Context: an optimization exercise on an open-source flow, tuned for small area. The choices shown serve that exercise and are no tape-out recipe.
For this run, only the layout was checked, not whether the RTL still works.
Power and IR drop assume default switching activity.

[flow/config.mk]
export PLATFORM = sky130hd
export DESIGN_NAME = rgb_to_ycbcr_444
export DESIGN_NICKNAME = rgb_to_ycbcr_444
export VERILOG_FILES = /design/flow/design.v
export SDC_FILE = /design/flow/constraint.sdc
export NUM_CORES = 4
export LEC_CHECK = 0
export CAP_MARGIN = 20
export CORE_MARGIN = 2
export CORE_UTILIZATION = 60
export CTS_BUF_LIST = sky130_fd_sc_hd__clkbuf_4 sky130_fd_sc_hd__clkbuf_8
export GPL_TIMING_DRIVEN = 0
export SLEW_MARGIN = 20
export SYNTH_HIERARCHICAL = 1
export SYNTH_MINIMUM_KEEP_SIZE = 0
[flow/constraint.sdc]
create_clock -name core_clock -period 6.0 [get_ports {in_clock}]
set_input_delay 1.2000 -clock core_clock [delete_from_list [all_inputs] [get_ports {in_clock}]]
set_output_delay 1.2000 -clock core_clock [all_outputs]
set_load 0.01 [all_outputs]
[flow/design.v]
module rgb_to_ycbcr_444(
  input wire in_reset,
  input wire in_clock,
  input wire [7:0] in_r,
  input wire [7:0] in_g,
  input wire [7:0] in_b,
  output reg [7:0] out_y,
  output reg [7:0] out_cb,
  output reg [7:0] out_cr
  );
  wire n0 = in_g[0] & in_b[0];
  wire n1, n2;
  fa_cell u_n1 (.a(in_r[0]), .b(in_g[1]), .c(in_b[1]), .s(n1), .co(n2));
  wire n3 = n0 & n1;
  wire n4, n5;
  fa_cell u_n4 (.a(in_r[1]), .b(in_g[2]), .c(in_b[2]), .s(n4), .co(n5));
  wire n6 = (n2 & n4) | (n2 & n3) | (n4 & n3);
  wire n7, n8;
  fa_cell u_n7 (.a(in_r[2]), .b(in_g[3]), .c(in_b[3]), .s(n7), .co(n8));
  wire n9, n10;
  fa_cell u_n9 (.a(in_b[0]), .b(n5), .c(n7), .s(n9), .co(n10));
  wire n11 = n9 & n6;
  wire n12, n13;
  fa_cell u_n12 (.a(in_r[3]), .b(in_g[4]), .c(in_b[4]), .s(n12), .co(n13));
  wire n14, n15;
  fa_cell u_n14 (.a(in_b[1]), .b(in_b[0]), .c(n8), .s(n14), .co(n15));
  wire n16, n17;
  fa_cell u_n16 (.a(n12), .b(n10), .c(n14), .s(n16), .co(n17));
  wire n18 = n11 & n16;
  wire n19, n20;
  fa_cell u_n19 (.a(in_r[4]), .b(in_g[5]), .c(in_b[5]), .s(n19), .co(n20));
  wire n21, n22;
  fa_cell u_n21 (.a(in_b[2]), .b(in_b[1]), .c(n13), .s(n21), .co(n22));
  wire n23, n24;
  fa_cell u_n23 (.a(n19), .b(n15), .c(n21), .s(n23), .co(n24));
  wire n25 = (n17 & n23) | (n17 & n18) | (n23 & n18);
  wire n26, n27;
  fa_cell u_n26 (.a(in_r[5]), .b(in_r[0]), .c(in_g[6]), .s(n26), .co(n27));
  wire n28, n29;
  fa_cell u_n28 (.a(in_b[6]), .b(in_b[3]), .c(in_b[2]), .s(n28), .co(n29));
  wire n30, n31;
  fa_cell u_n30 (.a(n20), .b(n26), .c(n28), .s(n30), .co(n31));
  wire n32, n33;
  fa_cell u_n32 (.a(n22), .b(n30), .c(n24), .s(n32), .co(n33));
  wire n34 = n32 & n25;
  wire n35, n36;
  fa_cell u_n35 (.a(in_r[6]), .b(in_r[1]), .c(in_g[7]), .s(n35), .co(n36));
  wire n37, n38;
  fa_cell u_n37 (.a(in_g[0]), .b(in_b[7]), .c(in_b[4]), .s(n37), .co(n38));
  wire n39, n40;
  fa_cell u_n39 (.a(in_b[3]), .b(n27), .c(n29), .s(n39), .co(n40));
  wire n41, n42;
  fa_cell u_n41 (.a(n35), .b(n37), .c(n31), .s(n41), .co(n42));
  wire n43, n44;
  fa_cell u_n43 (.a(n39), .b(n41), .c(n33), .s(n43), .co(n44));
  wire n45 = n34 & n43;
  wire n46, n47;
  fa_cell u_n46 (.a(in_r[7]), .b(in_r[2]), .c(in_g[1]), .s(n46), .co(n47));
  wire n48, n49;
  fa_cell u_n48 (.a(in_b[5]), .b(in_b[4]), .c(n36), .s(n48), .co(n49));
  wire n50, n51;
  fa_cell u_n50 (.a(n38), .b(n46), .c(n40), .s(n50), .co(n51));
  wire n52, n53;
  fa_cell u_n52 (.a(n48), .b(n42), .c(n50), .s(n52), .co(n53));
  wire n54, n55;
  fa_cell u_n54 (.a(n52), .b(n44), .c(n45), .s(n54), .co(n55));
  wire n56, n57;
  fa_cell u_n56 (.a(in_r[3]), .b(in_g[2]), .c(in_b[6]), .s(n56), .co(n57));
  wire n58, n59;
  fa_cell u_n58 (.a(in_b[5]), .b(n47), .c(n56), .s(n58), .co(n59));
  wire n60, n61;
  fa_cell u_n60 (.a(n49), .b(n58), .c(n51), .s(n60), .co(n61));
  wire n62, n63;
  fa_cell u_n62 (.a(n53), .b(n60), .c(n55), .s(n62), .co(n63));
  wire n64, n65;
  fa_cell u_n64 (.a(in_r[4]), .b(in_g[3]), .c(in_b[7]), .s(n64), .co(n65));
  wire n66, n67;
  fa_cell u_n66 (.a(in_b[6]), .b(n57), .c(n64), .s(n66), .co(n67));
  wire n68, n69;
  fa_cell u_n68 (.a(n59), .b(n66), .c(n61), .s(n68), .co(n69));
  wire n70, n71;
  ha_cell u_n70 (.a(n68), .b(n63), .s(n70), .co(n71));
  wire n72, n73;
  fa_cell u_n72 (.a(in_r[5]), .b(in_g[4]), .c(in_b[7]), .s(n72), .co(n73));
  wire n74, n75;
  fa_cell u_n74 (.a(n65), .b(n72), .c(n67), .s(n74), .co(n75));
  wire n76, n77;
  ha_cell u_n76 (.a(n74), .b(n69), .s(n76), .co(n77));
  wire n78, n79;
  fa_cell u_n78 (.a(in_r[6]), .b(in_g[5]), .c(n73), .s(n78), .co(n79));
  wire n80, n81;
  fa_cell u_n80 (.a(n78), .b(n75), .c(n77), .s(n80), .co(n81));
  wire n82, n83;
  fa_cell u_n82 (.a(in_r[7]), .b(in_g[6]), .c(n79), .s(n82), .co(n83));
  wire n84 = n76 & n71;
  wire n85 = n76 | n71;
  wire n86;
  xor_cell u_n86 (.a(n76), .b(n71), .y(n86));
  wire n87 = n82 & n81;
  wire n88 = n82 | n81;
  wire n89;
  xor_cell u_n89 (.a(n82), .b(n81), .y(n89));
  wire n90 = in_g[7] & n83;
  wire n91 = in_g[7] | n83;
  wire n92;
  xor_cell u_n92 (.a(in_g[7]), .b(n83), .y(n92));
  wire n93 = n80 | (1'b1 & n84);
  wire n94 = 1'b1 & n85;
  wire n95 = n90 | (n91 & n87);
  wire n96 = n91 & n88;
  wire n97 = n87 | (n88 & n93);
  wire n98 = n88 & n94;
  wire n99 = n95 | (n96 & n93);
  wire n100 = n96 & n94;
  wire n101 = 1'b0 | (1'b0 & n99);
  wire n102 = 1'b0 & n100;
  wire n103 = n84;
  wire n104;
  xor_cell u_n104 (.a(n80), .b(n103), .y(n104));
  wire n105 = n93;
  wire n106;
  xnor_cell u_n106 (.a(n89), .b(n105), .y(n106));
  wire n107 = n97;
  wire n108;
  xnor_cell u_n108 (.a(n92), .b(n107), .y(n108));
  wire n109 = n99;
  wire n110;
  xor_cell u_n110 (.a(in_b[0]), .b(in_g[0]), .y(n110));
  wire n111 = ~in_b[0] & in_g[0];
  wire n112, n113;
  fa_cell u_n112 (.a(~in_b[1]), .b(in_g[1]), .c(n111), .s(n112), .co(n113));
  wire n114 = in_b[2] & ~in_g[2];
  wire n115 = in_b[2] | ~in_g[2];
  wire n116;
  xor_cell u_n116 (.a(in_b[2]), .b(in_g[2]), .y(n116));
  wire n117 = in_b[3] & ~in_g[3];
  wire n118 = in_b[3] | ~in_g[3];
  wire n119;
  xor_cell u_n119 (.a(in_b[3]), .b(in_g[3]), .y(n119));
  wire n120 = in_b[4] & ~in_g[4];
  wire n121 = in_b[4] | ~in_g[4];
  wire n122;
  xor_cell u_n122 (.a(in_b[4]), .b(in_g[4]), .y(n122));
  wire n123 = in_b[5] & ~in_g[5];
  wire n124 = in_b[5] | ~in_g[5];
  wire n125;
  xor_cell u_n125 (.a(in_b[5]), .b(in_g[5]), .y(n125));
  wire n126 = in_b[6] & ~in_g[6];
  wire n127 = in_b[6] | ~in_g[6];
  wire n128;
  xor_cell u_n128 (.a(in_b[6]), .b(in_g[6]), .y(n128));
  wire n129 = in_b[7] & ~in_g[7];
  wire n130 = in_b[7] | ~in_g[7];
  wire n131;
  xor_cell u_n131 (.a(in_b[7]), .b(in_g[7]), .y(n131));
  wire n132 = n114 | (n115 & ~n113);
  wire n133 = n117 | (n118 & n132);
  wire n134 = n118 & n115;
  wire n135 = n123 | (n124 & n120);
  wire n136 = n124 & n121;
  wire n137 = n129 | (n130 & n126);
  wire n138 = n130 & n127;
  wire n139 = n120 | (n121 & n133);
  wire n140 = n121 & n134;
  wire n141 = n135 | (n136 & n133);
  wire n142 = n136 & n134;
  wire n143 = n126 | (n127 & n141);
  wire n144 = n127 & n142;
  wire n145 = n137 | (n138 & n141);
  wire n146 = n138 & n142;
  wire n147;
  xor_cell u_n147 (.a(n116), .b(n113), .y(n147));
  wire n148 = n132;
  wire n149;
  xor_cell u_n149 (.a(n119), .b(n148), .y(n149));
  wire n150 = n133;
  wire n151;
  xor_cell u_n151 (.a(n122), .b(n150), .y(n151));
  wire n152 = n139;
  wire n153;
  xor_cell u_n153 (.a(n125), .b(n152), .y(n153));
  wire n154 = n141;
  wire n155;
  xor_cell u_n155 (.a(n128), .b(n154), .y(n155));
  wire n156 = n143;
  wire n157;
  xor_cell u_n157 (.a(n131), .b(n156), .y(n157));
  wire n158 = n145;
  wire n159;
  xor_cell u_n159 (.a(in_r[0]), .b(in_g[0]), .y(n159));
  wire n160 = ~in_r[0] & in_g[0];
  wire n161, n162;
  fa_cell u_n161 (.a(~in_r[1]), .b(in_g[1]), .c(n160), .s(n161), .co(n162));
  wire n163 = in_r[2] & ~in_g[2];
  wire n164 = in_r[2] | ~in_g[2];
  wire n165;
  xor_cell u_n165 (.a(in_r[2]), .b(in_g[2]), .y(n165));
  wire n166 = in_r[3] & ~in_g[3];
  wire n167 = in_r[3] | ~in_g[3];
  wire n168;
  xor_cell u_n168 (.a(in_r[3]), .b(in_g[3]), .y(n168));
  wire n169 = in_r[4] & ~in_g[4];
  wire n170 = in_r[4] | ~in_g[4];
  wire n171;
  xor_cell u_n171 (.a(in_r[4]), .b(in_g[4]), .y(n171));
  wire n172 = in_r[5] & ~in_g[5];
  wire n173 = in_r[5] | ~in_g[5];
  wire n174;
  xor_cell u_n174 (.a(in_r[5]), .b(in_g[5]), .y(n174));
  wire n175 = in_r[6] & ~in_g[6];
  wire n176 = in_r[6] | ~in_g[6];
  wire n177;
  xor_cell u_n177 (.a(in_r[6]), .b(in_g[6]), .y(n177));
  wire n178 = in_r[7] & ~in_g[7];
  wire n179 = in_r[7] | ~in_g[7];
  wire n180;
  xor_cell u_n180 (.a(in_r[7]), .b(in_g[7]), .y(n180));
  wire n181 = n163 | (n164 & ~n162);
  wire n182 = n166 | (n167 & n181);
  wire n183 = n167 & n164;
  wire n184 = n172 | (n173 & n169);
  wire n185 = n173 & n170;
  wire n186 = n178 | (n179 & n175);
  wire n187 = n179 & n176;
  wire n188 = n169 | (n170 & n182);
  wire n189 = n170 & n183;
  wire n190 = n184 | (n185 & n182);
  wire n191 = n185 & n183;
  wire n192 = n175 | (n176 & n190);
  wire n193 = n176 & n191;
  wire n194 = n186 | (n187 & n190);
  wire n195 = n187 & n191;
  wire n196;
  xor_cell u_n196 (.a(n165), .b(n162), .y(n196));
  wire n197 = n181;
  wire n198;
  xor_cell u_n198 (.a(n168), .b(n197), .y(n198));
  wire n199 = n182;
  wire n200;
  xor_cell u_n200 (.a(n171), .b(n199), .y(n200));
  wire n201 = n188;
  wire n202;
  xor_cell u_n202 (.a(n174), .b(n201), .y(n202));
  wire n203 = n190;
  wire n204;
  xor_cell u_n204 (.a(n177), .b(n203), .y(n204));
  wire n205 = n192;
  wire n206;
  xor_cell u_n206 (.a(n180), .b(n205), .y(n206));
  wire n207 = n194;
  wire n208;
  xor_cell u_n208 (.a(n110), .b(n161), .y(n208));
  wire n209 = n110 & ~n161;
  wire n210, n211;
  fa_cell u_n210 (.a(n159), .b(~n112), .c(n196), .s(n210), .co(n211));
  wire n212, n213;
  fa_cell u_n212 (.a(n209), .b(n200), .c(n210), .s(n212), .co(n213));
  wire n214, n215;
  fa_cell u_n214 (.a(n161), .b(~n147), .c(n198), .s(n214), .co(n215));
  wire n216, n217;
  fa_cell u_n216 (.a(n211), .b(n202), .c(~n214), .s(n216), .co(n217));
  wire n218, n219;
  fa_cell u_n218 (.a(n110), .b(~n196), .c(n149), .s(n218), .co(n219));
  wire n220, n221;
  fa_cell u_n220 (.a(n200), .b(n215), .c(~n204), .s(n220), .co(n221));
  wire n222, n223;
  fa_cell u_n222 (.a(n218), .b(~n217), .c(n220), .s(n222), .co(n223));
  wire n224, n225;
  fa_cell u_n224 (.a(~n112), .b(n198), .c(n151), .s(n224), .co(n225));
  wire n226, n227;
  fa_cell u_n226 (.a(n219), .b(n202), .c(~n206), .s(n226), .co(n227));
  wire n228, n229;
  fa_cell u_n228 (.a(n224), .b(n221), .c(n226), .s(n228), .co(n229));
  wire n230, n231;
  ha_cell u_n230 (.a(n147), .b(n200), .s(n230), .co(n231));
  wire n232, n233;
  fa_cell u_n232 (.a(n153), .b(n207), .c(n204), .s(n232), .co(n233));
  wire n234, n235;
  fa_cell u_n234 (.a(n230), .b(n225), .c(n232), .s(n234), .co(n235));
  wire n236, n237;
  fa_cell u_n236 (.a(n227), .b(n234), .c(n229), .s(n236), .co(n237));
  wire n238;
  xor_cell u_n238 (.a(n149), .b(n231), .y(n238));
  wire n239 = ~n149 & n231;
  wire n240, n241;
  fa_cell u_n240 (.a(n155), .b(n202), .c(~n238), .s(n240), .co(n241));
  wire n242, n243;
  fa_cell u_n242 (.a(n206), .b(n233), .c(n240), .s(n242), .co(n243));
  wire n244;
  xor_cell u_n244 (.a(n235), .b(n242), .y(n244));
  wire n245 = n235 | n242;
  wire n246, n247;
  fa_cell u_n246 (.a(n151), .b(n207), .c(~n204), .s(n246), .co(n247));
  wire n248, n249;
  fa_cell u_n248 (.a(n239), .b(n157), .c(~n246), .s(n248), .co(n249));
  wire n250, n251;
  fa_cell u_n250 (.a(n241), .b(n248), .c(n243), .s(n250), .co(n251));
  wire n252, n253;
  fa_cell u_n252 (.a(n158), .b(n153), .c(~n206), .s(n252), .co(n253));
  wire n254, n255;
  fa_cell u_n254 (.a(n247), .b(n252), .c(~n249), .s(n254), .co(n255));
  wire n256, n257;
  fa_cell u_n256 (.a(n155), .b(n207), .c(n253), .s(n256), .co(n257));
  wire n258;
  xor_cell u_n258 (.a(n157), .b(n257), .y(n258));
  wire n259 = n157 | n257;
  wire n260;
  xor_cell u_n260 (.a(n158), .b(n259), .y(n260));
  wire n261 = n159 & ~n196;
  wire n262 = n159 | ~n196;
  wire n263 = ~n208 & n198;
  wire n264 = ~n208 | n198;
  wire n265 = n213 & n216;
  wire n266 = n213 | n216;
  wire n267 = ~n223 & ~n228;
  wire n268 = ~n223 | ~n228;
  wire n269;
  xor_cell u_n269 (.a(n223), .b(n228), .y(n269));
  wire n270 = n244 & ~n237;
  wire n271 = n244 | ~n237;
  wire n272;
  xor_cell u_n272 (.a(n244), .b(n237), .y(n272));
  wire n273 = ~n245 & ~n250;
  wire n274 = ~n245 | ~n250;
  wire n275;
  xor_cell u_n275 (.a(n245), .b(n250), .y(n275));
  wire n276 = n254 & ~n251;
  wire n277 = n254 | ~n251;
  wire n278;
  xor_cell u_n278 (.a(n254), .b(n251), .y(n278));
  wire n279 = n256 & n255;
  wire n280 = n256 | n255;
  wire n281;
  xor_cell u_n281 (.a(n256), .b(n255), .y(n281));
  wire n282 = n263 | (n264 & n261);
  wire n283 = n264 & n262;
  wire n284 = n265 | (n266 & 1'b0);
  wire n285 = n266 & n212;
  wire n286 = n267 | (n268 & ~n222);
  wire n287 = n268 & 1'b1;
  wire n288 = n270 | (n271 & 1'b0);
  wire n289 = n271 & ~n236;
  wire n290 = n276 | (n277 & n273);
  wire n291 = n277 & n274;
  wire n292 = 1'b0 | (~n258 & n279);
  wire n293 = ~n258 & n280;
  wire n294 = 1'b0 | (n212 & n282);
  wire n295 = n212 & n283;
  wire n296 = n284 | (n285 & n282);
  wire n297 = n285 & n283;
  wire n298 = 1'b0 | (~n236 & n286);
  wire n299 = ~n236 & n287;
  wire n300 = n288 | (n289 & n286);
  wire n301 = n289 & n287;
  wire n302 = n279 | (n280 & n290);
  wire n303 = n280 & n291;
  wire n304 = n292 | (n293 & n290);
  wire n305 = n293 & n291;
  wire n306 = ~n222 | (1'b1 & n296);
  wire n307 = 1'b1 & n297;
  wire n308 = n286 | (n287 & n296);
  wire n309 = n287 & n297;
  wire n310 = n298 | (n299 & n296);
  wire n311 = n299 & n297;
  wire n312 = n300 | (n301 & n296);
  wire n313 = n301 & n297;
  wire n314 = 1'b0 | (n260 & n304);
  wire n315 = n260 & n305;
  wire n316 = n273 | (n274 & n312);
  wire n317 = n274 & n313;
  wire n318 = n290 | (n291 & n312);
  wire n319 = n291 & n313;
  wire n320 = n302 | (n303 & n312);
  wire n321 = n303 & n313;
  wire n322 = n304 | (n305 & n312);
  wire n323 = n305 & n313;
  wire n324 = n314 | (n315 & n312);
  wire n325 = n315 & n313;
  wire n326 = n306;
  wire n327;
  xor_cell u_n327 (.a(n269), .b(n326), .y(n327));
  wire n328 = n308;
  wire n329;
  xnor_cell u_n329 (.a(n236), .b(n328), .y(n329));
  wire n330 = n310;
  wire n331;
  xnor_cell u_n331 (.a(n272), .b(n330), .y(n331));
  wire n332 = n312;
  wire n333;
  xor_cell u_n333 (.a(n275), .b(n332), .y(n333));
  wire n334 = n316;
  wire n335;
  xnor_cell u_n335 (.a(n278), .b(n334), .y(n335));
  wire n336 = n318;
  wire n337;
  xor_cell u_n337 (.a(n281), .b(n336), .y(n337));
  wire n338 = n320;
  wire n339;
  xnor_cell u_n339 (.a(n258), .b(n338), .y(n339));
  wire n340 = n322;
  wire n341;
  xor_cell u_n341 (.a(n260), .b(n340), .y(n341));
  wire n342;
  xor_cell u_n342 (.a(n159), .b(n110), .y(n342));
  wire n343 = n159 | n110;
  wire n344;
  xor_cell u_n344 (.a(n343), .b(n161), .y(n344));
  wire n345 = n343 & ~n161;
  wire n346, n347;
  ha_cell u_n346 (.a(n112), .b(n344), .s(n346), .co(n347));
  wire n348, n349;
  fa_cell u_n348 (.a(n196), .b(n147), .c(n345), .s(n348), .co(n349));
  wire n350;
  xor_cell u_n350 (.a(n347), .b(n348), .y(n350));
  wire n351 = n347 & ~n348;
  wire n352, n353;
  fa_cell u_n352 (.a(n159), .b(n198), .c(n149), .s(n352), .co(n353));
  wire n354, n355;
  fa_cell u_n354 (.a(~n349), .b(n351), .c(n155), .s(n354), .co(n355));
  wire n356, n357;
  fa_cell u_n356 (.a(~n161), .b(n200), .c(n151), .s(n356), .co(n357));
  wire n358, n359;
  fa_cell u_n358 (.a(n353), .b(n157), .c(n356), .s(n358), .co(n359));
  wire n360;
  xor_cell u_n360 (.a(n196), .b(n202), .y(n360));
  wire n361 = n196 | n202;
  wire n362, n363;
  fa_cell u_n362 (.a(~n158), .b(n153), .c(n357), .s(n362), .co(n363));
  wire n364, n365;
  fa_cell u_n364 (.a(~n360), .b(n359), .c(n362), .s(n364), .co(n365));
  wire n366;
  xor_cell u_n366 (.a(n198), .b(n204), .y(n366));
  wire n367 = n198 & ~n204;
  wire n368, n369;
  fa_cell u_n368 (.a(n155), .b(n361), .c(n366), .s(n368), .co(n369));
  wire n370, n371;
  ha_cell u_n370 (.a(n363), .b(n368), .s(n370), .co(n371));
  wire n372, n373;
  ha_cell u_n372 (.a(n200), .b(n367), .s(n372), .co(n373));
  wire n374, n375;
  fa_cell u_n374 (.a(n206), .b(n157), .c(~n372), .s(n374), .co(n375));
  wire n376, n377;
  fa_cell u_n376 (.a(n369), .b(n374), .c(n371), .s(n376), .co(n377));
  wire n378, n379;
  ha_cell u_n378 (.a(n207), .b(n202), .s(n378), .co(n379));
  wire n380, n381;
  fa_cell u_n380 (.a(n158), .b(n378), .c(n373), .s(n380), .co(n381));
  wire n382;
  xor_cell u_n382 (.a(n375), .b(n380), .y(n382));
  wire n383 = n375 & ~n380;
  wire n384, n385;
  fa_cell u_n384 (.a(n204), .b(n379), .c(n381), .s(n384), .co(n385));
  wire n386, n387;
  ha_cell u_n386 (.a(n206), .b(n385), .s(n386), .co(n387));
  wire n388;
  xor_cell u_n388 (.a(n207), .b(n387), .y(n388));
  wire n389 = n342 & n149;
  wire n390 = n342 | n149;
  wire n391 = n346 & n151;
  wire n392 = n346 | n151;
  wire n393 = n153 & ~n350;
  wire n394 = n153 | ~n350;
  wire n395 = n352 & n354;
  wire n396 = n352 | n354;
  wire n397 = n355 & n358;
  wire n398 = n355 | n358;
  wire n399;
  xor_cell u_n399 (.a(n355), .b(n358), .y(n399));
  wire n400 = n370 & n365;
  wire n401 = n370 | n365;
  wire n402;
  xor_cell u_n402 (.a(n370), .b(n365), .y(n402));
  wire n403 = ~n382 & n377;
  wire n404 = ~n382 | n377;
  wire n405;
  xor_cell u_n405 (.a(n382), .b(n377), .y(n405));
  wire n406 = n383 & ~n384;
  wire n407 = n383 | ~n384;
  wire n408;
  xor_cell u_n408 (.a(n383), .b(n384), .y(n408));
  wire n409 = ~n110 | (1'b1 & 1'b0);
  wire n410 = 1'b1 & 1'b0;
  wire n411 = 1'b0 | (~n147 & 1'b0);
  wire n412 = ~n147 & n112;
  wire n413 = n391 | (n392 & n389);
  wire n414 = n392 & n390;
  wire n415 = n395 | (n396 & n393);
  wire n416 = n396 & n394;
  wire n417 = 1'b0 | (n364 & n397);
  wire n418 = n364 & n398;
  wire n419 = 1'b0 | (n376 & n400);
  wire n420 = n376 & n401;
  wire n421 = n406 | (n407 & n403);
  wire n422 = n407 & n404;
  wire n423 = 1'b0 | (n388 & 1'b0);
  wire n424 = n388 & ~n386;
  wire n425 = 1'b0 | (n112 & n409);
  wire n426 = n112 & n410;
  wire n427 = n411 | (n412 & n409);
  wire n428 = n412 & n410;
  wire n429 = n393 | (n394 & n413);
  wire n430 = n394 & n414;
  wire n431 = n415 | (n416 & n413);
  wire n432 = n416 & n414;
  wire n433 = n400 | (n401 & n417);
  wire n434 = n401 & n418;
  wire n435 = n419 | (n420 & n417);
  wire n436 = n420 & n418;
  wire n437 = 1'b0 | (~n386 & n421);
  wire n438 = ~n386 & n422;
  wire n439 = n423 | (n424 & n421);
  wire n440 = n424 & n422;
  wire n441 = n389 | (n390 & n427);
  wire n442 = n390 & n428;
  wire n443 = n413 | (n414 & n427);
  wire n444 = n414 & n428;
  wire n445 = n429 | (n430 & n427);
  wire n446 = n430 & n428;
  wire n447 = n431 | (n432 & n427);
  wire n448 = n432 & n428;
  wire n449 = n403 | (n404 & n435);
  wire n450 = n404 & n436;
  wire n451 = n421 | (n422 & n435);
  wire n452 = n422 & n436;
  wire n453 = n437 | (n438 & n435);
  wire n454 = n438 & n436;
  wire n455 = n439 | (n440 & n435);
  wire n456 = n440 & n436;
  wire n457 = n397 | (n398 & n447);
  wire n458 = n398 & n448;
  wire n459 = n417 | (n418 & n447);
  wire n460 = n418 & n448;
  wire n461 = n433 | (n434 & n447);
  wire n462 = n434 & n448;
  wire n463 = n435 | (n436 & n447);
  wire n464 = n436 & n448;
  wire n465 = n449 | (n450 & n447);
  wire n466 = n450 & n448;
  wire n467 = n451 | (n452 & n447);
  wire n468 = n452 & n448;
  wire n469 = n453 | (n454 & n447);
  wire n470 = n454 & n448;
  wire n471 = n455 | (n456 & n447);
  wire n472 = n456 & n448;
  wire n473 = n447;
  wire n474;
  xnor_cell u_n474 (.a(n399), .b(n473), .y(n474));
  wire n475 = n457;
  wire n476;
  xnor_cell u_n476 (.a(n364), .b(n475), .y(n476));
  wire n477 = n459;
  wire n478;
  xnor_cell u_n478 (.a(n402), .b(n477), .y(n478));
  wire n479 = n461;
  wire n480;
  xnor_cell u_n480 (.a(n376), .b(n479), .y(n480));
  wire n481 = n463;
  wire n482;
  xor_cell u_n482 (.a(n405), .b(n481), .y(n482));
  wire n483 = n465;
  wire n484;
  xor_cell u_n484 (.a(n408), .b(n483), .y(n484));
  wire n485 = n467;
  wire n486;
  xor_cell u_n486 (.a(n386), .b(n485), .y(n486));
  wire n487 = n469;
  wire n488;
  xnor_cell u_n488 (.a(n388), .b(n487), .y(n488));
  wire [7:0] y_d = {n109, ~n108, ~n106, ~n104, n86, n70, n62, n54};
  wire [7:0] cb_d = {~(n341), ~(n339), ~(n337), ~(n335), ~(n333), ~(n331), ~(n329), ~(n327)};
  wire [7:0] cr_d = {~n488, ~n486, ~n484, ~n482, ~n480, ~n478, ~n476, ~n474};
  always @(posedge in_clock) begin
    if (in_reset) begin
      out_y <= 8'd0;
      out_cb <= 8'd0;
      out_cr <= 8'd0;
    end else begin
      out_y <= y_d;
      out_cb <= cb_d;
      out_cr <= cr_d;
    end
  end
endmodule
module fa_cell(input wire a, input wire b, input wire c, output wire s, output wire co);
  assign s = a ^ b ^ c;
  assign co = (a & b) | (a & c) | (b & c);
endmodule
module ha_cell(input wire a, input wire b, output wire s, output wire co);
  assign s = a ^ b;
  assign co = a & b;
endmodule
module xnor_cell(input wire a, input wire b, output wire y);
  assign y = ~(a ^ b);
endmodule
module xor_cell(input wire a, input wire b, output wire y);
  assign y = a ^ b;
endmodule
[flow/flow/run.sh]
#!/bin/bash
export BUFFER_PORTS_ARGS="-buffer_cell sky130_fd_sc_hd__buf_1"
export CTS_ARGS="-sink_clustering_enable -repair_clock_nets -dont_use_dummy_load -buf_list {sky130_fd_sc_hd__clkbuf_4 sky130_fd_sc_hd__clkbuf_8}"
bash standard.sh > standard.log 2>&1
[flow/standard.sh]
#!/bin/bash
# synth_recipe.tcl (not shown) runs the flow's synth.tcl, then flattens the netlist and writes it again
# the make line also repeats each setting of config.mk as NAME=value (left out here)
make -C /OpenROAD-flow-scripts/flow DESIGN_CONFIG=/design/flow/config.mk WORK_HOME=/design/flow/orfs CLKGATE_MAP_FILE= SYNTH_SCRIPT=/design/flow/synth_recipe.tcl "${@:-finish}"
==> results.txt <==
[worst max-delay path: stages]
cell and delay, ns:
buf_1 0.24, fa_1 0.48, fa_1 0.39, fa_1 0.42, fa_1 0.40, fa_1 0.43
and3_1 0.19, fa_1 0.38, fa_1 0.38, ha_1 0.21, and2_1 0.15, or2_2 0.29
maj3_1 0.40, o21ai_0 0.16, a21oi_1 0.08
[metrics by stage]
step	setup TNS [ns]	utilization	instances	hold slack (ns)	setup WS [ns]
3_5_place_dp	-3.28	0.680	454	1.52	-0.522
4_1_cts	-0.00256	0.696	457	1.23	-0.00256
2_1_floorplan	0	-	333	1.27	0.455
6_report	0	0.718	464	1.23	0.318
3_3_place_gp	-2.37	0.680	454	1.51	-0.427
5_1_grt	0	0.718	464	1.24	0.0218
[per-module statistics from Yosys (local to each module, per instance)]
module | cell area [µm²] | flops+latches
rgb_to_ycbcr_444 | 1410 | 24
xor_cell | 8.76 | 0
xnor_cell | 8.76 | 0
ha_cell | 12.5 | 0
fa_cell | 20.0 | 0
[state kept, by name, indices dropped and copies added, names as in the netlist]
name and flops:
out_cb 8, out_y 8, out_cr 8
[synth_stat cells (3+ instances only)]
library cell and count:
maj3_2 4, ha_1 8, inv_1 30, nor2_1 24, a21oi_1 9, nand2_1 9
nand3_1 3, nand2b_1 8, xor2_1 58, o21ai_0 8, fa_1 71, or2_2 7
dfxtp_1 24, and2_1 3, maj3_1 10, xnor2_1 11, nor2b_1 17, and3_1 3
[power by group]
part	switching [mW]	internal (mW)	leakage (nW)
Combinational	1.02	0.931	1.47
Sequential	0.0149	0.242	0.200
Clock	0.0551	0.0450	0.0216
Total	1.09	1.22	1.69
[cell families after synthesis]
logic type | Yosys count | share of synthesized area
buf+inv | 32 | 0.0339
xor+xnor | 69 | 0.171
simple gates | 77 | 0.115
fa+ha+maj | 93 | 0.471
flops | 24 | 0.136
compound gates | 38 | 0.0739
[metal layers]
layer,vias up,GRT usage,part of all wire
met5,-,0,0
met4,0,0.0441,0.011
met3,8,0.0356,0.024
met2,37,0.461,0.53
met1,1223,0.353,0.44
li1,1174,-,-
[repair_timing]
item,in CTS,in global routing
setup endpoints to repair,7,8
cloned,0,0
gates resized for setup,7,14
pin swaps,0,5
hold endpoints to repair,0,0
buffers inserted,0,7
[area by class of cell]
type,count,area share
multi-input combinational,277,0.758
sequential,24,0.119
timing repair buffer,56,0.0603
inverter,30,0.0280
tap,72,0.0224
clock buffer,3,0.0103
buffer,2,0.00186
[worst max-delay path by stage]
stage	slack (ns)	cells past startpoint	end	startpoint
detailed placement	-0.52	17	out_cr[7]	in_b[1]
global route	0.02	19	out_cb[5]	in_g[0]
global placement	-0.43	17	out_cr[7]	in_b[1]
floorplan	0.45	16	out_cr[7]	in_g[0]
finish	0.32	15	out_y[7]	in_g[3]
CTS	-0.003	20	out_cb[7]	in_r[1]
==> key figures <==
Finish
  – Number of fill cells in the layout: 440
  – Most frequent cells in the layout: fa_1 (71), xor2_1 (51), buf_1 (44)
  – Syn-to-layout area delta: 13.8%
  – Storage element area: 480 µm²
  – Multi-input gate area: approximately 3000 µm²
  – Final #Nets: between 400 and 500
  – Design area: 4030 µm²
  – Number of antenna repair diodes: 0
  – Commonest non-fill, non-tap cell in the layout: fa_1
  – Layout cells sized above 1: 0.112

Global routing
  – GRT Total Usage: 0.262
  – Vias in the first global route: about 2600
  – Total grt overflow: 0
  – Global-route wire length before repair: around 13000 µm
  – Initial antenna violation count: 0
  – Largest net degree at the start of global routing: 13

Die
  – Initial Util: 0.631
  – Die ar.: between 6000 and 7000 µm²
  – Ports: 50
  – Core ar.: about 5600 µm²
  – Die width: between 80 and 90 µm
  – Die H: between 80 and 90 µm
  – Num rows: 27

Placement
  – Port Buf Inserts: 49
  – Placed Area: ~3800 µm²
  – RD Place Congestion: ~0.88
  – Detailed placer's ending HPWL: 5990 µm

Timing
  – Tightest Pin Transition: approximately 0.76 ns
  – Final setup vio count: 0
  – Slew margin rel.: 0.495
  – Final Max Slew Viols: 0
  – Period utilization: 0.947
  – Fmax: 176 MHz
  – Final Hold Fails: 0
  – Minimum clock period: about 5.7 ns
  – RSZ-0062 raised after global routing: false

Clock tree
  – TritonCTS Sinks: 24
  – Clock Path Buffers: 2
  – CTS HTree Levels: 1
  – Hold_buf cts: 0
  – CTS buffer count: 3
  – Root buf cell: clkbuf_8
  – Worst-path clk slew: about 0.080 ns
  – CTS tree: yes

Drt
  – First-pass DRT Iterations: 4
  – Detail Route Antenna Nets: 0
  – Total Wirelength: between 7000 and 8000 µm
  – Initial DRC Count: 95
  – Residual DRC count: 0
  – Routed via count: between 2000 and 2500
  – Drt wl/cell: 15.5 µm
  – Routed vias/inst: roughly 5.3

Setup path
  – Setup crit start kind: input port
  – CP Class: in2reg
  – Critical Path AT: 5.82 ns
  – Crit. End Element: flip-flop
  – Crit Path Max Fanout: 8
  – Data required, critical path: 6.14 ns

Min path
  – Min-Delay Path Depth: 2
  – Worst Hold Class: in2reg
  – Hold_sp: in_reset
  – Worst Hold Path EP: out_y[1]

Synth
  – Syn avg cell area: roughly 11 µm²
  – Post-synth top flop: dfxtp_1
  – Top cell type's share of synthesized area: 0.402
  – Sequential area share after synthesis: 0.136
  – Fraction of registers with async set/reset: 0
  – Synth Warn #: 7
  – Synth Register Bits: 24
  – Syn Std Cell Area: 3540 µm²
  – Syn nets: between 400 and 500
  – Area contributors post-synth: fa_1 (40%), xor2_1 (14%), dfxtp_1 (14%)
  – Syn Inst Count: 333
  – Synth unique cells: 36
  – Biggest area consumer among synthesized cells: fa_1
  – Number of flops mapped to enable cells by yosys: 0

Outcome
  – Status: finished clean

Pwr
  – Leak Pwr: 1.69 nW
  – Post-route total power: 2.31 mW
  – Pwr per Cell Area: 574 nW/µm²
  – Worst ir drop on vdd: around 0.64 mV

Run
  – Total of max-cap violations: 0

[what the ideal ports hide]
The flow's constraints put no driver on any port. The routed layout listed below was extracted and timed again, unchanged, in two steps. Step 1 sets driving cells, clkbuf_16 on the clock port and buf_2 on the other inputs (assumed; they add their load-dependent delay and slew). Step 2, shift: input delay + t, output delay - t, t = (earliest + latest rising clock arrival at the registers) / 2. This alone moves slack from input paths to output paths. a / b / c = ideal / step 1 / step 2; a / b = the first two.
t, ns: 0.299
setup slack, ns: 0.318 / 0.329 / 0.030
slew at the worst register clock pin (ns): 0.09 / 0.09
After both steps setup and hold are still met in this run. For this run, drivers alone change the setup slack by +0.011 ns; drivers and shift together by -0.288 ns.
